Context: an optimization exercise on an open-source flow, tuned for small area and a short achievable clock period. The choices shown serve that exercise and are no tape-out recipe.
At most, simulation tests tie the RTL to the original design; equivalence was not proved.
Power and IR drop assume default switching activity.

## roadrash_top
module roadrash_top (
    input         clk,
    input         reset,
    input  [5:0]  pBtns,
    input  [7:0]  duty_cycle,
    output [9:0]  bike_col_position,
    output [9:0]  left_car_row, left_car_column,
    output [9:0]  right_car_row, right_car_column,
    output [9:0]  middle_car_row, middle_car_column,
    output [2:0]  left_car_icon_num, right_car_icon_num, middle_car_icon_num,
    output [2:0]  background_num,
    output [3:0]  speed_hunds, speed_tens, speed_ones,
    output [3:0]  score_ones, score_tens, score_hunds,
    output [3:0]  score_thous, score_tenthous, score_hundthous,
    output        pwm_audio_out
    );
==> flow/config.mk <==
export PLATFORM = sky130hd
export DESIGN_NAME = roadrash_top
export DESIGN_NICKNAME = roadrash_top
export VERILOG_FILES = /design/flow/design.v
export SDC_FILE = /design/flow/constraint.sdc
export NUM_CORES = 4
export LEC_CHECK = 0
export ABC_AREA = 1
export CAP_MARGIN = 20
export CORE_MARGIN = 2
export CORE_UTILIZATION = 40
export CTS_BUF_LIST = sky130_fd_sc_hd__clkbuf_8
export CTS_CLUSTER_SIZE = 30
export SLEW_MARGIN = 20
==> flow/constraint.sdc <==
create_clock -name core_clock -period 80.0 [get_ports {clk}]
set_input_delay 16.0000 -clock core_clock [delete_from_list [all_inputs] [get_ports {clk}]]
set_output_delay 16.0000 -clock core_clock [all_outputs]
set_load 0.01 [all_outputs]
standard.sh (not shown) runs the stock make flow with config.mk's settings and CLKGATE_MAP_FILE= SYNTH_SCRIPT=/design/flow/synth_recipe.tcl, a recipe that flattens the netlist after the stock synthesis.
==> flow/flow/run.sh <==
#!/bin/bash
set -euo pipefail
rm -rf scripts_area
cp -r "$FLOW_HOME/scripts" scripts_area
cp flow/abc_area.script scripts_area/abc_area.script
SCRIPTS_DIR="$PWD/scripts_area" ADDER_MAP_FILE= bash standard.sh synth > synth.log 2>&1
BUFFER_PORTS_ARGS="-buffer_cell sky130_fd_sc_hd__buf_1" bash standard.sh finish > layout.log 2>&1
==> flow/flow/abc_area.script <==
strash
&get -n
&fraig -x
&put
dc2
strash
&get -n
&deepsyn -T 30
&put
strash
&get -n
&dch -f
&nf -R 1000
&put
topo
Change:
==> flow/flow/abc_area.script (replaced) <==
strash
&get -n
&fraig -x
&put
dc2
strash
&get -n
&dch -f
&nf -R 1000
&put
topo
- CTS_BUF_LIST: sky130_fd_sc_hd__clkbuf_8 -> not set
- CTS_CLUSTER_SIZE: 30 -> not set
Design area rose by 7.5%.
Worst hold slack hardly moves.
Worst setup slack got worse by 25 ps.
Change:
==> flow/flow/run.sh (replaced) <==
#!/bin/bash
set -euo pipefail
rm -rf scripts_area
cp -r "$FLOW_HOME/scripts" scripts_area
cp flow/abc_area.script scripts_area/abc_area.script
SCRIPTS_DIR="$PWD/scripts_area" ADDER_MAP_FILE= bash standard.sh synth > synth.log 2>&1
SETUP_SLACK_MARGIN=63 BUFFER_PORTS_ARGS="-buffer_cell sky130_fd_sc_hd__buf_1" bash standard.sh finish > layout.log 2>&1
- CTS_BUF_LIST: not set -> sky130_fd_sc_hd__clkbuf_8
- CTS_CLUSTER_SIZE: not set -> 30
The new run ran to the end with no violations.
Worst hold slack is about the same.
Worst setup slack improves by 500 ps.
Cell area is higher by 8.3%.
Clock power went down by 32%.
Core utilization rose by 3.9 points.
Wire length came out higher by 8.4%.
Register-to-register slack hardly moves.
Power goes down by 17%.
Combinational power goes up by 4.9%.
Change:
==> flow/flow/run.sh (replaced) <==
#!/bin/bash
set -euo pipefail
rm -rf scripts_area
cp -r "$FLOW_HOME/scripts" scripts_area
cp flow/abc_area.script scripts_area/abc_area.script
SCRIPTS_DIR="$PWD/scripts_area" ADDER_MAP_FILE= bash standard.sh synth > synth.log 2>&1
BUFFER_PORTS_ARGS="-buffer_cell sky130_fd_sc_hd__buf_1" bash standard.sh finish > layout.log 2>&1
==> flow/flow/abc_area.script (replaced) <==
strash
&get -n
&fraig -x
&put
dc2
strash
&get -n
&deepsyn -T 30
&put
strash
&get -n
&dch -f
&nf -R 1000
&put
topo
- CORE_UTILIZATION: 40 -> 65
What happened: The new run produced a clean layout; cell count falls by 17%; global-route usage rises by 8.2 points; non-clock buffer count falls by 67.

* * *

Another version of the RTL of roadrash_top (not shown whole).
Size in the first run: about 140 I/O pins, about 7000 um^2 of cells after synthesis.
==> flow/design.v (excerpt) <==
module roadrash_top (
    input         clk,
    input         reset,
    input  [5:0]  pBtns,
    input  [7:0]  duty_cycle,
    output [9:0]  bike_col_position,
    output [9:0]  left_car_row, left_car_column,
    output [9:0]  right_car_row, right_car_column,
    output [9:0]  middle_car_row, middle_car_column,
    output [2:0]  left_car_icon_num, right_car_icon_num, middle_car_icon_num,
    output [2:0]  background_num,
    output [3:0]  speed_hunds, speed_tens, speed_ones,
    output [3:0]  score_ones, score_tens, score_hunds,
    output [3:0]  score_thous, score_tenthous, score_hundthous,
    output        pwm_audio_out
    );
    localparam integer CLK_FREQUENCY_HZ = 20000;
    wire [1:0] dist_tenthous, speed_h;
    final_main #(.CLK_FREQUENCY_HZ(CLK_FREQUENCY_HZ)) CONTROLLER (
        .clk(clk), .reset(reset), .pBtns(pBtns),
        .bike_col_position(bike_col_position),
        .left_car_row(left_car_row), .left_car_column(left_car_column),
        .right_car_row(right_car_row), .right_car_column(right_car_column),
        .middle_car_row(middle_car_row), .middle_car_column(middle_car_column),
        .left_car_icon_num(left_car_icon_num), .right_car_icon_num(right_car_icon_num),
        .middle_car_icon_num(middle_car_icon_num), .background_num(background_num),
        .speed_hunds(speed_h), .speed_tens(speed_tens), .speed_ones(speed_ones),
        .dist_ones(score_ones), .dist_tens(score_tens), .dist_hunds(score_hunds),
        .dist_thous(score_thous), .dist_tenthous(dist_tenthous)
    );
    assign score_tenthous  = {2'b00, dist_tenthous};
    assign score_hundthous = 4'd0;
    assign speed_hunds = {2'b00, speed_h};
  ...
export LEC_CHECK = 0
export ABC_AREA = 1
export CAP_MARGIN = 20
export CORE_MARGIN = 2
export CORE_UTILIZATION = 65
export CTS_BUF_LIST = sky130_fd_sc_hd__clkbuf_8
export CTS_CLUSTER_SIZE = 30
export SLEW_MARGIN = 20
create_clock -name core_clock -period 80.0 [get_ports {clk}]
==> flow/flow/run.sh <==
#!/bin/bash
# Layout flow: the standard flow (standard.sh) with these changes.
#  * The port buffers are sky130_fd_sc_hd__buf_1 instead of the delay cell
#    buffer_ports picks by default (the weakest buffer).
#  * repair_timing (after CTS and global routing) works to a setup margin of
#    62.75 ns, so it also shortens the slowest input and output paths.
# Floorplan, power grid, tap cells, placement, CTS and routing are ORFS's.
# Each step's full output goes to a log file in this folder.
set -euo pipefail
rm -rf scripts_area
cp -r "$FLOW_HOME/scripts" scripts_area
cp flow/abc_area.script scripts_area/abc_area.script
SCRIPTS_DIR="$PWD/scripts_area" ADDER_MAP_FILE= SYNTH_KEEP_MODULES="pwm_cmp2 pwm_cmb" \
  bash standard.sh synth > synth.log 2>&1
SETUP_SLACK_MARGIN=62.75 BUFFER_PORTS_ARGS="-buffer_cell sky130_fd_sc_hd__buf_1" \
  bash standard.sh finish > layout.log 2>&1
==> flow/flow/abc_area.script <==
strash
&get -n
&fraig -x
&put
dc2
strash
&get -n
&deepsyn -T 30
&put
strash
&get -n
&dch -f
&nf -R 1000
&put
topo
The first run ran to the end with no violations.
Change:
--- a/flow/config.mk
+++ b/flow/config.mk
@@ -13 +13,2 @@
-export CTS_CLUSTER_SIZE = 30
+export CTS_CLUSTER_DIAMETER = 100
+export CTS_CLUSTER_SIZE = 40
Effect:
- routed wire length does not change
- hold slack stays the same
- synthesized area is unchanged
- non-clock buffer count is unchanged
- setup slack is unchanged
- clock power stays flat
Function was not checked in any run of this note: the RTL went through the layout flow alone.

what the ideal ports hide:
How much do the figures lean on ideal ports? The routed layouts below were timed once more, with nothing changed but the port constraints. Step 1: set_driving_cell puts a clkbuf_16 on clk and a buf_2 on each other input, an assumption about the parent block. Step 2, shift: input delay + t, output delay - t, t = (earliest + latest rising clock arrival at the registers) / 2. This alone moves slack from input paths to output paths. Three values: no drivers, after step 1, after step 2; two values: the first two.
run | t (ns) | slack for setup (ns) | worst setup path at the end | clock arrival spread, ns
the first run of note 1 | 0.479 | 62.418 / 62.428 / 61.949 | input to register | 0.013 / 0.013
the second run of note 1 | 0.458 | 62.394 / 62.406 / 61.948 | input to register | 0.009 / 0.010
the third run of note 1 | 0.476 | 62.890 / 62.906 / 62.430 | input to register | 0.014 / 0.014
the fourth run of note 1 | 0.472 | 62.557 / 62.572 / 62.100 | input to register | 0.017 / 0.016
the first run of note 2 | 0.480 | 62.816 / 62.780 / 62.394 | input to register | 0.009 / 0.010
the second run of note 2 | 0.480 | 62.816 / 62.780 / 62.394 | input to register | 0.009 / 0.010
After both steps setup and hold are still met in every run listed. For the first run of note 1, which loses most, drivers alone change the setup slack by +0.010 ns; drivers and shift together by -0.469 ns.
